Source: an optimization exercise on an open RTL-to-GDS flow (aim: small area and a short achievable clock period). Production flows keep margins and buffers that such runs may drop.
The RTL of this run was laid out without a check of its function.

===== flow/standard.sh =====
#!/bin/bash
# synth_recipe.tcl (not shown) runs the flow's synth.tcl, then flattens the netlist and writes it again
# the make line also repeats each setting of config.mk as NAME=value (left out here)
make -C /OpenROAD-flow-scripts/flow DESIGN_CONFIG=/design/flow/config.mk WORK_HOME=/design/flow/orfs CLKGATE_MAP_FILE= SYNTH_SCRIPT=/design/flow/synth_recipe.tcl "${@:-finish}"

===== flow/constraint.sdc =====
create_clock -name core_clock -period 250.0 [get_ports {clk}]
set_input_delay 50.0000 -clock core_clock [delete_from_list [all_inputs] [get_ports {clk}]]
set_output_delay 50.0000 -clock core_clock [all_outputs]
set_load 0.01 [all_outputs]

===== flow/design.v =====
module alu_unit(A, B, op, shamt, f16, f4, fsh, result, ne, lt, adder_err, sra_err, sll_err);
	input [31:0] A, B;
	input [4:0] op, shamt;
	input f16, f4, fsh;
	output [31:0] result;
	output ne, lt, adder_err, sra_err, sll_err;
	wire sub = (op == 5'd1);
	wire [31:0] Bn = B ^ {32{sub}};
	wire [32:0] c;
	wire [16:12] cf;
	wire [31:0] T;
	assign c[0] = sub;
	genvar j;
	generate for (j = 0; j < 32; j = j + 1) begin : add
		assign T[j] = A[j] ^ Bn[j] ^ c[j];
		assign c[j+1] = (A[j] & Bn[j]) | (A[j] & c[j]) | (Bn[j] & c[j]);
	end endgenerate
	assign cf[12] = c[12] ^ f16;
	generate for (j = 12; j < 16; j = j + 1) begin : fadd
		assign cf[j+1] = (A[j] & Bn[j]) | (A[j] & cf[j]) | (Bn[j] & cf[j]);
	end endgenerate
	wire [3:0] nib = A[15:12] ^ Bn[15:12] ^ cf[15:12];
	wire [31:0] S = {T[31:27], T[26] ^ f4, T[25:16], nib, T[11:0]};
	assign ne = |S;
	assign lt = (A[31] & ~B[31]) | (S[31] & ~A[31] & ~B[31]) | (S[31] & A[31] & B[31]);
	assign adder_err = f16 | f4;
	wire [4:0] sh = {shamt[4:1], shamt[0] ^ fsh};
	wire [31:0] Ar;
	genvar i;
	generate for (i = 0; i < 32; i = i + 1) begin : rv
		assign Ar[i] = A[31 - i];
	end endgenerate
	wire [31:0] X = op[0] ? A : Ar;
	wire fill = op[0] & A[31];
	wire [31:0] Y0 = sh[0] ? {fill, X[31:1]} : X;
	wire [31:0] Y1 = sh[1] ? {{2{fill}}, Y0[31:2]} : Y0;
	wire [31:0] Y2 = sh[2] ? {{4{fill}}, Y1[31:4]} : Y1;
	wire [31:0] Y3 = sh[3] ? {{8{fill}}, Y2[31:8]} : Y2;
	wire [31:0] Y = sh[4] ? {{16{fill}}, Y3[31:16]} : Y3;
	wire [31:0] Yr;
	generate for (i = 0; i < 32; i = i + 1) begin : rv2
		assign Yr[i] = Y[31 - i];
	end endgenerate
	wire hi0 = (op[4:3] == 2'b00);
	wire s_add = hi0 & (op[2:1] == 2'b00);
	wire s_and = hi0 & (op[2:0] == 3'd2);
	wire s_or = hi0 & (op[2:0] == 3'd3);
	wire s_sll = hi0 & (op[2:0] == 3'd4);
	wire s_sra = hi0 & (op[2:0] == 3'd5);
	assign result = ({32{s_add}} & S) | ({32{s_and}} & (A & B)) | ({32{s_or}} & (A | B)) |
	                ({32{s_sll}} & Yr) | ({32{s_sra}} & Y);
	wire [30:0] E = A[30:0] ^ A[31:1];
	wire [31:0] PZ, PE;      
	wire [30:0] SE;          
	assign PZ[0] = A[0];
	assign PE[0] = E[0];
	assign SE[30] = E[30];
	generate for (i = 1; i < 32; i = i + 1) begin : pz
		assign PZ[i] = PZ[i-1] | A[i];
	end endgenerate
	generate for (i = 1; i < 31; i = i + 1) begin : pe
		assign PE[i] = PE[i-1] | E[i];
		assign SE[30-i] = SE[31-i] | E[30-i];
	end endgenerate
	assign PE[31] = PE[30];
	wire [4:0] s0 = {shamt[4:1], 1'b0};
	assign sra_err = fsh & SE[s0];
	wire [4:0] m = 5'd31 - shamt;
	assign sll_err = fsh & (shamt[0] ? PE[m] : PZ[m]);
endmodule
module booth_mult(A, B, flip, prod, ovf);
	input [31:0] A;
	input [15:0] B;
	input flip;
	output [31:0] prod;
	output ovf;
	wire [31:0] acc [0:8];
	wire [1:0] pb [0:7];
	wire [16:0] bb = {B, 1'b0};
	assign acc[0] = 32'd0;
	genvar k;
	generate for (k = 0; k < 8; k = k + 1) begin : st
		wire [2:0] s = bb[2*k+2:2*k];
		wire neg = s[2] & ~(s[1] & s[0]);
		wire one = s[1] ^ s[0];
		wire two = (s == 3'd3) | (s == 3'd4);
		wire [31:0] M = (({32{one}} & A) | ({32{two}} & {A[30:0], 1'b0})) ^ {32{neg}};
		wire [31:0] sum;
		rca #(32) add(.a(acc[k]), .b(M), .ci(neg), .s(sum));
		assign pb[k] = sum[1:0];
		assign acc[k+1] = {sum[31], sum[31], sum[31:2]};
	end endgenerate
	wire [31:0] p = {acc[8][15:0], pb[7], pb[6], pb[5], pb[4], pb[3], pb[2], pb[1], pb[0]};
	assign prod = {p[31:8], p[7] ^ flip, p[6:0]};
	assign ovf = acc[8][30:15] != {16{A[31] ^ B[15]}};
endmodule
module rca(a, b, ci, s);
	parameter W = 32;
	input [W-1:0] a, b;
	input ci;
	output [W-1:0] s;
	wire [W:0] c;
	assign c[0] = ci;
	genvar i;
	generate for (i = 0; i < W; i = i + 1) begin : fa
		assign s[i] = a[i] ^ b[i] ^ c[i];
		assign c[i+1] = (a[i] & b[i]) | (a[i] & c[i]) | (b[i] & c[i]);
	end endgenerate
endmodule
module div_stage(rin, n, D, rout, q);
	parameter I = 31;
	localparam W = (32 - I) < 16 ? (32 - I) : 16;
	input [14:0] rin;
	input n;
	input [15:0] D;
	output [14:0] rout;
	output q;
	wire [W-1:0] t;
	generate if (W > 1) begin : wide
		assign t = {rin[W-2:0], n};
	end else begin : one
		assign t = n;
	end endgenerate
	wire [W-1:0] Dw = D[W-1:0];
	wire [W-1:0] g0 = ~t & Dw;
	wire [W-1:0] p0 = ~(t ^ Dw);
	localparam L = (W > 8) ? 4 : (W > 4) ? 3 : (W > 2) ? 2 : (W > 1) ? 1 : 0;
	wire [W-1:0] G [0:L];
	wire [W-1:0] P [0:L];
	assign G[0] = g0;
	assign P[0] = p0;
	genvar l, j;
	generate for (l = 0; l < L; l = l + 1) begin : lv
		for (j = 0; j < W; j = j + 1) begin : b
			if (((j >> l) & 1) == 1) begin : m
				assign G[l+1][j] = G[l][j] | (P[l][j] & G[l][((j >> l) << l) - 1]);
				assign P[l+1][j] = P[l][j] & P[l][((j >> l) << l) - 1];
			end else begin : c
				assign G[l+1][j] = G[l][j];
				assign P[l+1][j] = P[l][j];
			end
		end
	end endgenerate
	wire [W-1:0] bin;    
	generate if (W > 1) begin : bw
		assign bin = {G[L][W-2:0], 1'b0};
	end else begin : b1
		assign bin = 1'b0;
	end endgenerate
	wire hi_nz;
	generate if (W < 16) begin : nz
		assign hi_nz = |D[15:W];
	end else begin : z
		assign hi_nz = 1'b0;
	end endgenerate
	wire lt = hi_nz | G[L][W-1];
	assign q = ~lt;
	wire [W-1:0] d = ~p0 ^ bin;
	wire [W-1:0] rn = lt ? t : d;
	generate if (W < 16) begin : pad
		assign rout = {{(15-W){1'b0}}, rn};
	end else begin : trunc
		assign rout = rn[14:0];
	end endgenerate
endmodule
module csa31(x, y, z, s, c);
	input [4:0] x, y, z;
	output [4:0] s, c;
	wire [4:0] m = (x & y) | (x & z) | (y & z);
	assign s = x ^ y ^ z;
	assign c = {m[3:0], m[4]};
endmodule
module mul31(x, y, p);
	input [4:0] x, y;
	output [4:0] p;
	wire [4:0] p0 = y[0] ? x : 5'd0;
	wire [4:0] p1 = y[1] ? {x[3:0], x[4]} : 5'd0;
	wire [4:0] p2 = y[2] ? {x[2:0], x[4:3]} : 5'd0;
	wire [4:0] p3 = y[3] ? {x[1:0], x[4:2]} : 5'd0;
	wire [4:0] p4 = y[4] ? {x[0], x[4:1]} : 5'd0;
	wire [4:0] s1, c1, s2, c2, s3, c3;
	csa31 a1(p0, p1, p2, s1, c1);
	csa31 a2(s1, c1, p3, s2, c2);
	csa31 a3(s2, c2, p4, s3, c3);
	wire [5:0] t = {1'b0, s3} + {1'b0, c3};
	assign p = t[4:0] + {4'd0, t[5]};
endmodule
module residue_pre(rA, rB, rP, monly, donly, div, neg, c, m);
	input [4:0] rA, rB, rP;
	input monly, donly, div, neg;
	output [4:0] c, m;
	wire [4:0] ab, pb;
	mul31 u_ab(rA, rB, ab);
	mul31 u_pb(rP, rB, pb);
	wire [4:0] t1 = donly ? (neg ? ~pb : pb) : (div ? 5'd0 : ab);
	wire [4:0] t2 = monly ? ~rP : (div ? ~rA : 5'd0);
	wire [4:0] t3 = div ? 5'd27 : 5'd0;
	wire [4:0] u1, u2;
	csa31 a1(t1, t2, t3, u1, u2);
	wire [5:0] t = {1'b0, u1} + {1'b0, u2};
	assign c = t[4:0] + {4'd0, t[5]};
	assign m = monly ? 5'd30 : donly ? (neg ? ~rB : rB) : 5'd0;
endmodule
module residue_mid(c, m, pl, cs, cc);
	input [4:0] c, m;
	input [4:1] pl;
	output [4:0] cs, cc;
	wire [4:0] q1 = pl[1] ? {m[3:0], m[4]} : 5'd0;
	wire [4:0] q2 = pl[2] ? {m[2:0], m[4:3]} : 5'd0;
	wire [4:0] q3 = pl[3] ? {m[1:0], m[4:2]} : 5'd0;
	wire [4:0] q4 = pl[4] ? {m[0], m[4:1]} : 5'd0;
	wire [4:0] s1, c1, s2, c2;
	csa31 a1(q1, q2, q3, s1, c1);
	csa31 a2(q4, c, s1, s2, c2);
	csa31 a3(s2, c2, c1, cs, cc);
endmodule
module residue_post(cs, cc, rem, rn, dz, div, m, p0, rB, k4, kf, kneg, remz, err);
	input [4:0] cs, cc, m, rB, rn;
	input [31:0] rem;
	input dz, div, p0, k4, kf, kneg, remz;
	output err;
	wire [4:0] q0 = p0 ? m : 5'd0;
	wire [4:0] m0 = ~div ? 5'd0 : dz ? rn : rem[4:0];
	wire [4:0] m1 = (~div | dz) ? 5'd0 : rem[9:5];
	wire [4:0] m2 = (~div | dz) ? 5'd0 : rem[14:10];
	wire [4:0] b4 = {rB[2:0], rB[4:3]};
	wire [4:0] b8 = {rB[1:0], rB[4:2]};
	wire [4:0] e0 = kf ? (k4 ? b8 : b4) : (k4 ? b4 : 5'd0);    
	wire [4:0] e1 = kf ? (k4 ? 5'd0 : ~b4) : (k4 ? b4 : 5'd0);  
	wire [4:0] e = kneg ? e1 : e0;
	wire [4:0] s1, c1, s2, c2, s3, c3, s4, c4, s5, c5, s6, c6;
	csa31 a1(cs, cc, m0, s1, c1);
	csa31 a2(m1, m2, q0, s2, c2);
	csa31 a3(s1, c1, s2, s3, c3);
	csa31 a4(s3, c3, c2, s4, c4);
	csa31 a5(s4, c4, e, s5, c5);
	csa31 a6(s5, c5, 5'd4, s6, c6);
	wire z0 = ((s5 ^ c5) == 5'd31) | ((s5 | c5) == 5'd0) | ((s5 & c5) == 5'd31);
	wire z4 = ((s6 ^ c6) == 5'd31) | ((s6 | c6) == 5'd0) | ((s6 & c6) == 5'd31);
	assign err = ~(remz ? z4 : z0);
endmodule
module res31(x, r);
	input [31:0] x;
	output [4:0] r;
	function [9:0] csa;
		input [4:0] a, b, c;
		reg [4:0] m;
		begin
			m = (a & b) | (a & c) | (b & c);
			csa = {m[3:0], m[4], a ^ b ^ c};
		end
	endfunction
	wire [9:0] u = csa(x[4:0], x[9:5], x[14:10]);
	wire [9:0] v = csa(x[19:15], x[24:20], x[29:25]);
	wire [9:0] w = csa(u[4:0], u[9:5], v[4:0]);
	wire [9:0] z = csa(w[4:0], w[9:5], v[9:5]);
	wire [9:0] y = csa(z[4:0], z[9:5], {3'd0, x[31:30]});
	wire [5:0] t = {1'b0, y[4:0]} + {1'b0, y[9:5]};
	assign r = t[4:0] + {4'd0, t[5]};
endmodule
module argus_exec(clk, a, b, alu_op, shamt, mult, div,
                  flip_adder16, flip_adder4, flip_shift, flip_mult, flip_div,
                  alu_result, alu_ne, alu_lt, adder_err, sra_err, sll_err,
                  md_result, md_remainder, md_exception, md_err, md_chk_en);
	input clk;
	input [31:0] a, b;
	input [4:0] alu_op, shamt;
	input mult, div;
	input flip_adder16, flip_adder4, flip_shift, flip_mult, flip_div;
	output reg [31:0] alu_result;
	output reg alu_ne, alu_lt, adder_err, sra_err, sll_err;
	output [31:0] md_result;
	output reg [31:0] md_remainder;
	output reg md_exception, md_chk_en;
	output md_err;
	parameter J = 3;     
	parameter R = 2;     
	wire [31:0] n0;
	wire [15:0] d0;
	abs_val #(32) u_an(.x(a), .y(n0));
	abs_val #(16) u_ad(.x(b[15:0]), .y(d0));
	wire [14:0] r0 [32-J:32];
	assign r0[32] = 15'd0;
	wire [31:32-J] q0;
	genvar i;
	generate for (i = 31; i >= 32 - J; i = i - 1) begin : s1
		div_stage #(.I(i)) st(.rin(r0[i+1]), .n(n0[i]), .D(d0), .rout(r0[i]), .q(q0[i]));
	end endgenerate
	reg [31:0] a_q, b_q;
	reg [4:0] op_q, shamt_q;
	reg mult_q, div_q;
	reg f_add16_q, f_add4_q, f_shift_q, f_mult_q, f_div_q;
	reg [J-1:0] dr_q;         
	reg [31:32-J] dq_q;       
	reg [31-J:32-J-R] dn_q;   
	reg [15:0] dd_q;          
	reg dz_q, dsg_q;          
	always @(posedge clk) begin
		a_q <= a;
		b_q <= b;
		op_q <= alu_op;
		shamt_q <= shamt;
		mult_q <= mult;
		div_q <= div;
		f_add16_q <= flip_adder16;
		f_add4_q <= flip_adder4;
		f_shift_q <= flip_shift;
		f_mult_q <= flip_mult;
		f_div_q <= flip_div;
		dr_q <= r0[32-J][J-1:0];
		dq_q <= q0;
		dn_q <= n0[31-J:32-J-R];
		dd_q <= d0;
		dz_q <= (b[15:0] == 16'd0);
		dsg_q <= a[31] ^ b[15];
	end
	wire [31:0] alu_res_x;
	wire alu_ne_x, alu_lt_x, adder_err_x, sra_err_x, sll_err_x;
	alu_unit u_alu(.A(a_q), .B(b_q), .op(op_q), .shamt(shamt_q),
	               .f16(f_add16_q), .f4(f_add4_q), .fsh(f_shift_q),
	               .result(alu_res_x), .ne(alu_ne_x), .lt(alu_lt_x),
	               .adder_err(adder_err_x), .sra_err(sra_err_x), .sll_err(sll_err_x));
	wire [31:0] prod;
	wire ovf;
	booth_mult u_mul(.A(a_q), .B(b_q[15:0]), .flip(f_mult_q), .prod(prod), .ovf(ovf));
	wire [14:0] r1 [0:32-J];
	assign r1[32-J] = {{(15-J){1'b0}}, dr_q};
	wire [31-J:0] q1;
	wire [31:0] n1;
	abs_val #(32) u_an1(.x(a_q), .y(n1));
	wire [31-J:0] dn = {dn_q, n1[31-J-R:0]};
	generate for (i = 31 - J; i >= 0; i = i - 1) begin : s2
		div_stage #(.I(i)) st(.rin(r1[i+1]), .n(dn[i]), .D(dd_q), .rout(r1[i]), .q(q1[i]));
	end endgenerate
	wire [31:0] nmag = {dr_q, dn};
	wire [31:0] qq = dz_q ? {31'h7fffffff, ~nmag[31]} : {dq_q, q1};
	wire [31:0] rem_x = dz_q ? nmag : {17'd0, r1[0]};
	wire monly = mult_q & ~div_q;
	wire donly = div_q & ~mult_q;
	wire [4:0] ra_x, rb_x, rp_x;
	wire [31:0] pre_x = monly ? prod : qq;
	res31 u_ra(.x(a_q), .r(ra_x));
	res31 u_rb(.x({16'd0, b_q[15:0]}), .r(rb_x));
	res31 u_rp(.x({pre_x[31:5], 5'd0}), .r(rp_x));
	wire [5:0] rna = {1'b0, ~ra_x} + 6'd4;
	wire [4:0] rn_x = a_q[31] ? (rna[4:0] + {4'd0, rna[5]}) : ra_x;
	wire neg_x = donly & dsg_q;
	wire [4:0] c_x, m_x, cs_x, cc_x;
	residue_pre u_rpre(.rA(ra_x), .rB(rb_x), .rP(rp_x), .monly(monly), .donly(donly),
	                   .div(div_q), .neg(neg_x), .c(c_x), .m(m_x));
	residue_mid u_rmid(.c(c_x), .m(m_x), .pl(pre_x[4:1]), .cs(cs_x), .cc(cc_x));
	reg [31:0] pre_q;         
	reg zero_q, neg_q, fdb_q, div2_q, pz_q, dz2_q;
	reg [4:0] rb_q, m_q, cs_q, cc_q, rn_q;
	always @(posedge clk) begin
		alu_result <= alu_res_x;
		alu_ne <= alu_ne_x;
		alu_lt <= alu_lt_x;
		adder_err <= adder_err_x;
		sra_err <= sra_err_x;
		sll_err <= sll_err_x;
		pre_q <= pre_x;
		zero_q <= ~(monly | donly);
		neg_q <= neg_x;
		fdb_q <= donly & f_div_q;
		div2_q <= div_q;
		md_remainder <= rem_x;
		md_exception <= (div_q & dz_q) | (mult_q & ovf);
		md_chk_en <= mult_q | div_q;
		rb_q <= rb_x;
		m_q <= m_x;
		cs_q <= cs_x;
		cc_q <= cc_x;
		rn_q <= rn_x;
		dz2_q <= dz_q;
		pz_q <= ~dz_q & ~(|n1[31:16]) & (n1[15:0] < dd_q);
	end
	wire [31:0] negpre = -pre_q;
	assign md_result = zero_q ? 32'd0 : ((neg_q ? negpre : pre_q) ^ {29'd0, fdb_q, 2'd0});
	wire b2 = neg_q ? (pre_q[2] ^ (pre_q[1] | pre_q[0])) : pre_q[2];
	residue_post u_rpost(.cs(cs_q), .cc(cc_q), .rem(md_remainder), .rn(rn_q), .dz(dz2_q), .div(div2_q),
	                     .m(m_q), .p0(pre_q[0]),
	                     .rB(rb_q), .k4(neg_q & ~pz_q), .kf(fdb_q), .kneg(b2),
	                     .remz(div2_q & ~(|md_remainder)), .err(md_err));
endmodule
module abs_val(x, y);
	parameter W = 32;
	localparam L = (W > 16) ? 5 : (W > 8) ? 4 : (W > 4) ? 3 : 2;
	input [W-1:0] x;
	output [W-1:0] y;
	wire [W-1:0] o [0:L];
	assign o[0] = x;
	genvar l, j;
	generate for (l = 0; l < L; l = l + 1) begin : lv
		for (j = 0; j < W; j = j + 1) begin : b
			if (((j >> l) & 1) == 1) begin : m
				assign o[l+1][j] = o[l][j] | o[l][((j >> l) << l) - 1];
			end else begin : c
				assign o[l+1][j] = o[l][j];
			end
		end
	end endgenerate
	assign y = x ^ ({W{x[W-1]}} & {o[L][W-2:0], 1'b0});
endmodule

===== flow/config.mk =====
export PLATFORM = sky130hd
export DESIGN_NAME = argus_exec
export DESIGN_NICKNAME = argus_exec
export VERILOG_FILES = /design/flow/design.v
export SDC_FILE = /design/flow/constraint.sdc
export NUM_CORES = 4
export LEC_CHECK = 0
export ABC_AREA = 1
export CAP_MARGIN = 50
export CORE_MARGIN = 2
export CORE_UTILIZATION = 50
export CTS_BUF_LIST = sky130_fd_sc_hd__clkbuf_4 sky130_fd_sc_hd__clkbuf_8 sky130_fd_sc_hd__clkbuf_16
export CTS_CLUSTER_DIAMETER = 60
export CTS_CLUSTER_SIZE = 12
export PLACE_DENSITY = 0.72
export SLEW_MARGIN = 70

===== flow/flow/run.sh =====
#!/bin/bash
set -euo pipefail
export BUFFER_PORTS_ARGS="-buffer_cell sky130_fd_sc_hd__buf_2"
bash standard.sh finish > standard_flow.log 2>&1

==> flow_results.xml <==
<?xml version="1.0" encoding="UTF-8"?>
<metrics>
  <group name="global_routing">
    <metric name="globalRouteMet3Util" unit="%">6.206</metric>
    <metric name="initial_antenna_violation_count" unit="">5</metric>
    <metric name="grt_max_degree" unit="">69</metric>
    <metric name="grt_use_met1" unit="%">44.42</metric>
    <metric name="global_route_wire_length_before_repair" unit="mm">256.6</metric>
    <metric name="globalRoute.totalOverflow" unit="">0</metric>
    <metric name="top_usage_layer" unit="">met2</metric>
    <metric name="groute.layer.met2.usage" unit="%">52.88</metric>
    <metric name="gr-usage-all-layers" unit="%">33.63</metric>
    <metric name="via_count_of_the_first_global_routing_pass" unit="">44400</metric>
  </group>
  <group name="run">
    <metric name="maxCapViolCount" unit="">0</metric>
  </group>
  <group name="logic_synthesis">
    <metric name="yosys_warnings" unit="">37</metric>
    <metric name="synthesis.instances" unit="">6506</metric>
    <metric name="synth_seq_area_share" unit="%">10.07</metric>
    <metric name="synth_area" unit="µm²">47730</metric>
    <metric name="synth_cell_type_count" unit="">63</metric>
    <metric name="yosys_most_used_dff" unit="">sky130_fd_sc_hd__dfxtp_1</metric>
    <metric name="synth_enable_flop_cells" unit="">0</metric>
    <metric name="syn-num-nets" unit="">7600</metric>
    <metric name="postSynthAreaPerCell" unit="µm²">7.336</metric>
    <metric name="synth.area.top_cells" unit="">sky130_fd_sc_hd__fa_1 (20%), sky130_fd_sc_hd__ha_1 (14%), sky130_fd_sc_hd__dfxtp_1 (10%)</metric>
    <metric name="yosys_register_bits" unit="">240</metric>
    <metric name="synth_top_area_cell" unit="">sky130_fd_sc_hd__fa_1</metric>
    <metric name="synth_top_area_share" unit="%">19.97</metric>
    <metric name="asyncSetResetFlopFracSynth" unit="%">0</metric>
  </group>
  <group name="die">
    <metric name="die_width" unit="µm">313.0</metric>
    <metric name="floorplan.die_area" unit="µm²">97940</metric>
    <metric name="top_level_ports" unit="">186</metric>
    <metric name="dieHeight" unit="µm">313.0</metric>
    <metric name="initial_core_util" unit="%">50.38</metric>
    <metric name="num_rows" unit="">113</metric>
    <metric name="core-area" unit="µm²">94730</metric>
  </group>
  <group name="cts">
    <metric name="clock_edge_transition_at_the_registers_on_the_reported_setup_and_hold_paths" unit="ns">0.06</metric>
    <metric name="clock_path_buffers" unit="">3</metric>
    <metric name="cts_hold_buf" unit="">0</metric>
    <metric name="htreeDepth" unit="">1</metric>
    <metric name="cell_at_the_root_of_the_clock_tree" unit="">sky130_fd_sc_hd__clkbuf_16</metric>
    <metric name="postCtsSetupBuffers" unit="">0</metric>
    <metric name="clock_sink_count" unit="">240</metric>
    <metric name="clock_insertion_delay_worst_skew" unit="ns">0.64</metric>
    <metric name="cts_made_buffers" unit="">31</metric>
    <metric name="tritoncts" unit="">built</metric>
    <metric name="cts-resized-gates" unit="">0</metric>
  </group>
  <group name="sta">
    <metric name="worstMarginPinSlew" unit="ns">0.5313</metric>
    <metric name="finalSetupViolCount" unit="">0</metric>
    <metric name="timing.final.crit_period" unit="ns">55.07</metric>
    <metric name="fmaxAchievable" unit="GHz">0.01816</metric>
    <metric name="drv_slew" unit="">0</metric>
    <metric name="worst_slew_margin_relative_to_its_limit" unit="%">64.45</metric>
    <metric name="finalCritPeriodShare" unit="%">22.03</metric>
    <metric name="setup_total_negative_slack" unit="ns">0</metric>
    <metric name="fin_worst_skew" unit="ns">0.04168</metric>
    <metric name="setup_repair_after_global_routing_missed_its_margin" unit="">false</metric>
    <metric name="timing_hold_violations_final" unit="">0</metric>
  </group>
  <group name="route">
    <metric name="routed_wl" unit="mm">167.1</metric>
    <metric name="1st_pass_router_iterations" unit="">6</metric>
    <metric name="dr.first_iter.drc_count" unit="">4596</metric>
    <metric name="drc" unit="">0</metric>
    <metric name="route.detailed.vias_per_inst" unit="">5.838</metric>
    <metric name="drt-wirelength-per-cell" unit="µm">21.28</metric>
    <metric name="ant_nets" unit="">0</metric>
    <metric name="routed_vias" unit="">45842</metric>
  </group>
  <group name="layout">
    <metric name="area_growth_syn_to_layout" unit="%">9.299</metric>
    <metric name="fillers" unit="">9047</metric>
    <metric name="finish.net_count" unit="">7662</metric>
    <metric name="multiInputGateArea" unit="µm²">39410</metric>
    <metric name="layout_common_cells" unit="">sky130_fd_sc_hd__nand2_1 (1242), sky130_fd_sc_hd__inv_1 (825), sky130_fd_sc_hd__ha_1 (532)</metric>
    <metric name="ff_latch_area" unit="µm²">4856</metric>
    <metric name="final_common_cell" unit="">sky130_fd_sc_hd__nand2_1</metric>
    <metric name="share_of_cells_above_drive_strength_1" unit="%">10.69</metric>
  </group>
  <group name="setup_path">
    <metric name="reg2reg_slack" unit="ns">195.92</metric>
    <metric name="cp_slowest_cell" unit="">sky130_fd_sc_hd__fa_1</metric>
    <metric name="worstReg2RegStart" unit="">dd_q[1]</metric>
    <metric name="ff2ff_path_depth" unit="">310</metric>
    <metric name="cp_data_arrival_time" unit="ns">5.07</metric>
    <metric name="worst_path_cell_chain" unit="">clkinv_1, nand2_1, nor2_1, fa_1, inv_1, fa_1, fa_1, inv_1, fa_1, ha_1, ha_1, nand3_1, nand3b_1, o221ai_1, mux2i_1, buf_2</metric>
    <metric name="r2r-end" unit="">md_remainder[8]</metric>
    <metric name="timing.setup.critical_path_class" unit="">register to output port</metric>
    <metric name="worst_path_most_repeated_cell" unit="">sky130_fd_sc_hd__fa_1</metric>
    <metric name="critical_path.max_stage_delay" unit="ns">0.57</metric>
    <metric name="critical_path.startpoint_type" unit="">register</metric>
    <metric name="timing.critical_path.fanout_max" unit="">10</metric>
    <metric name="required_arrival_time_at_the_worst_endpoint" unit="ns">200.00</metric>
    <metric name="endpoint_kind" unit="">output port</metric>
    <metric name="crit_family" unit="">adder cells</metric>
    <metric name="critical_path_buf_inv_count" unit="">4</metric>
  </group>
  <group name="placed_design">
    <metric name="port_buffers" unit="">185</metric>
    <metric name="place_congestion" unit="">1.013</metric>
    <metric name="dp_hpwl" unit="mm">132.9</metric>
  </group>
  <group name="worst_hold_path">
    <metric name="worst_hold_path.endpoint" unit="">fdb_q</metric>
    <metric name="holdPathStages" unit="">2</metric>
    <metric name="worst_hold_path_type" unit="">register to register</metric>
    <metric name="min_from" unit="">f_div_q</metric>
  </group>
  <group name="run_status">
    <metric name="result_of_the_run" unit="">timing/DRC/antenna clean</metric>
  </group>
</metrics>
## per-stage QoR
step           cell area (µm²)  worst slack, ns  hold WS, ns  util, %  std cells
2_1_floorplan            47730           196.05       0.3629        -       6506
3_3_place_gp             50030           191.36       0.4106    52.82       7784
3_5_place_dp             50820           195.20       0.4104    53.64       7796
4_1_cts                  51790           194.92       0.4262    54.67       7844
5_1_grt                  52160           190.36       0.4677    55.06       7848
6_report                 52170           194.93       0.4252    55.07       7852
## state kept, by name, indices dropped and copies added (netlist names), 2 cells and up
signal	cells
shamt_q	5
op_q	5
cc_q	5
dd_q	16
a_q	32
pre_q	32
b_q	31
md_remainder	32
m_q	5
dn_q	2
dr_q	3
cs_q	5
rn_q	5
rb_q	5
dq_q	3
alu_result	32
## worst min-delay path, stage by stage, from the launching register on
cell and delay, ns:
sky130_fd_sc_hd__dfxtp_1 0.31, sky130_fd_sc_hd__nand2_1 0.05, sky130_fd_sc_hd__inv_1 0.04
## metal layers
layer / routed length [µm] / part of all wire, %
met1: 68050 / 41
met3: 15730 / 9.4
met5: 8 / 0.0048
met2: 73110 / 44
met4: 10230 / 6.1
## worst max-delay path by stage
stage | start | to | slack, ns | cells past startpoint
after floorplan | dz2_q | md_err | 196.05 | 16
after global placement | dd_q[2] | md_remainder[1] | 191.36 | 314
after detailed placement | dd_q[2] | md_remainder[1] | 195.20 | 309
after CTS | dz2_q | md_err | 194.92 | 17
after global routing | dd_q[1] | md_remainder[8] | 190.36 | 328
final | dz2_q | md_err | 194.93 | 16
## synthesized netlist by cell type, types with 110 or more instances
master / count
sky130_fd_sc_hd__nand2_1: 1260
sky130_fd_sc_hd__inv_1: 840
sky130_fd_sc_hd__ha_1: 536
sky130_fd_sc_hd__fa_1: 476
sky130_fd_sc_hd__nand3_1: 450
sky130_fd_sc_hd__xor2_1: 448
sky130_fd_sc_hd__a21oi_1: 297
sky130_fd_sc_hd__nor2_1: 272
sky130_fd_sc_hd__o21ai_0: 268
sky130_fd_sc_hd__o22ai_1: 259
sky130_fd_sc_hd__dfxtp_1: 240
sky130_fd_sc_hd__clkbuf_1: 236
sky130_fd_sc_hd__or2_2: 121
sky130_fd_sc_hd__xnor2_1: 110
## cell type report
cell class	count	share of cell area (%)
well taps	1265	3.034
diodes	4	0.01919
multi-input cells	5105	75.56
flip-flops and latches	240	9.309
repair buffers	299	3.742
inverters	891	6.476
clock inverters	13	0.3070
clock buffers	35	1.557
## kinds of logic (layout without fill, tap and decap cells)
| kind of cell | Yosys count | count (layout) | synth area share, % |
|---|---|---|---|
| and+or+nand+nor | 2383 | 2383 | 21.93 |
| buffers and inverters | 1161 | 1238 | 9.131 |
| AOI/OAI and AO/OA | 1122 | 1122 | 13.88 |
| adders and majority gates | 1012 | 1012 | 34.02 |
| xor gates and xnor gates | 566 | 566 | 10.51 |
| DFF | 240 | 240 | 10.07 |
| muxes | 22 | 22 | 0.4640 |
| other | 0 | 4 | 0 |

[re-timing with driven ports]
How much do the figures lean on ideal ports? The routed layout below was timed once more, with nothing changed but the port constraints.
Step 1 assumes that a clkbuf_16 drives the clock port and a buf_2 every other input.
Step 2 times the ports against the registers' clock, not the clock port: input delays grow and output delays shrink by t, the midpoint of the rising clock arrivals with the driver on.
a / b / c = no drivers / after step 1 / after step 2; a / b = the first two.
t (ns): 0.682
setup slack, ns: 194.931 / 194.864 / 195.471
worst register clock-pin slew, ns: 0.06 / 0.06
pins driven straight from the clock port: 1
After both steps setup and hold are still met in this run. For this run, drivers alone change the setup slack by -0.067 ns; drivers and shift together by +0.540 ns.
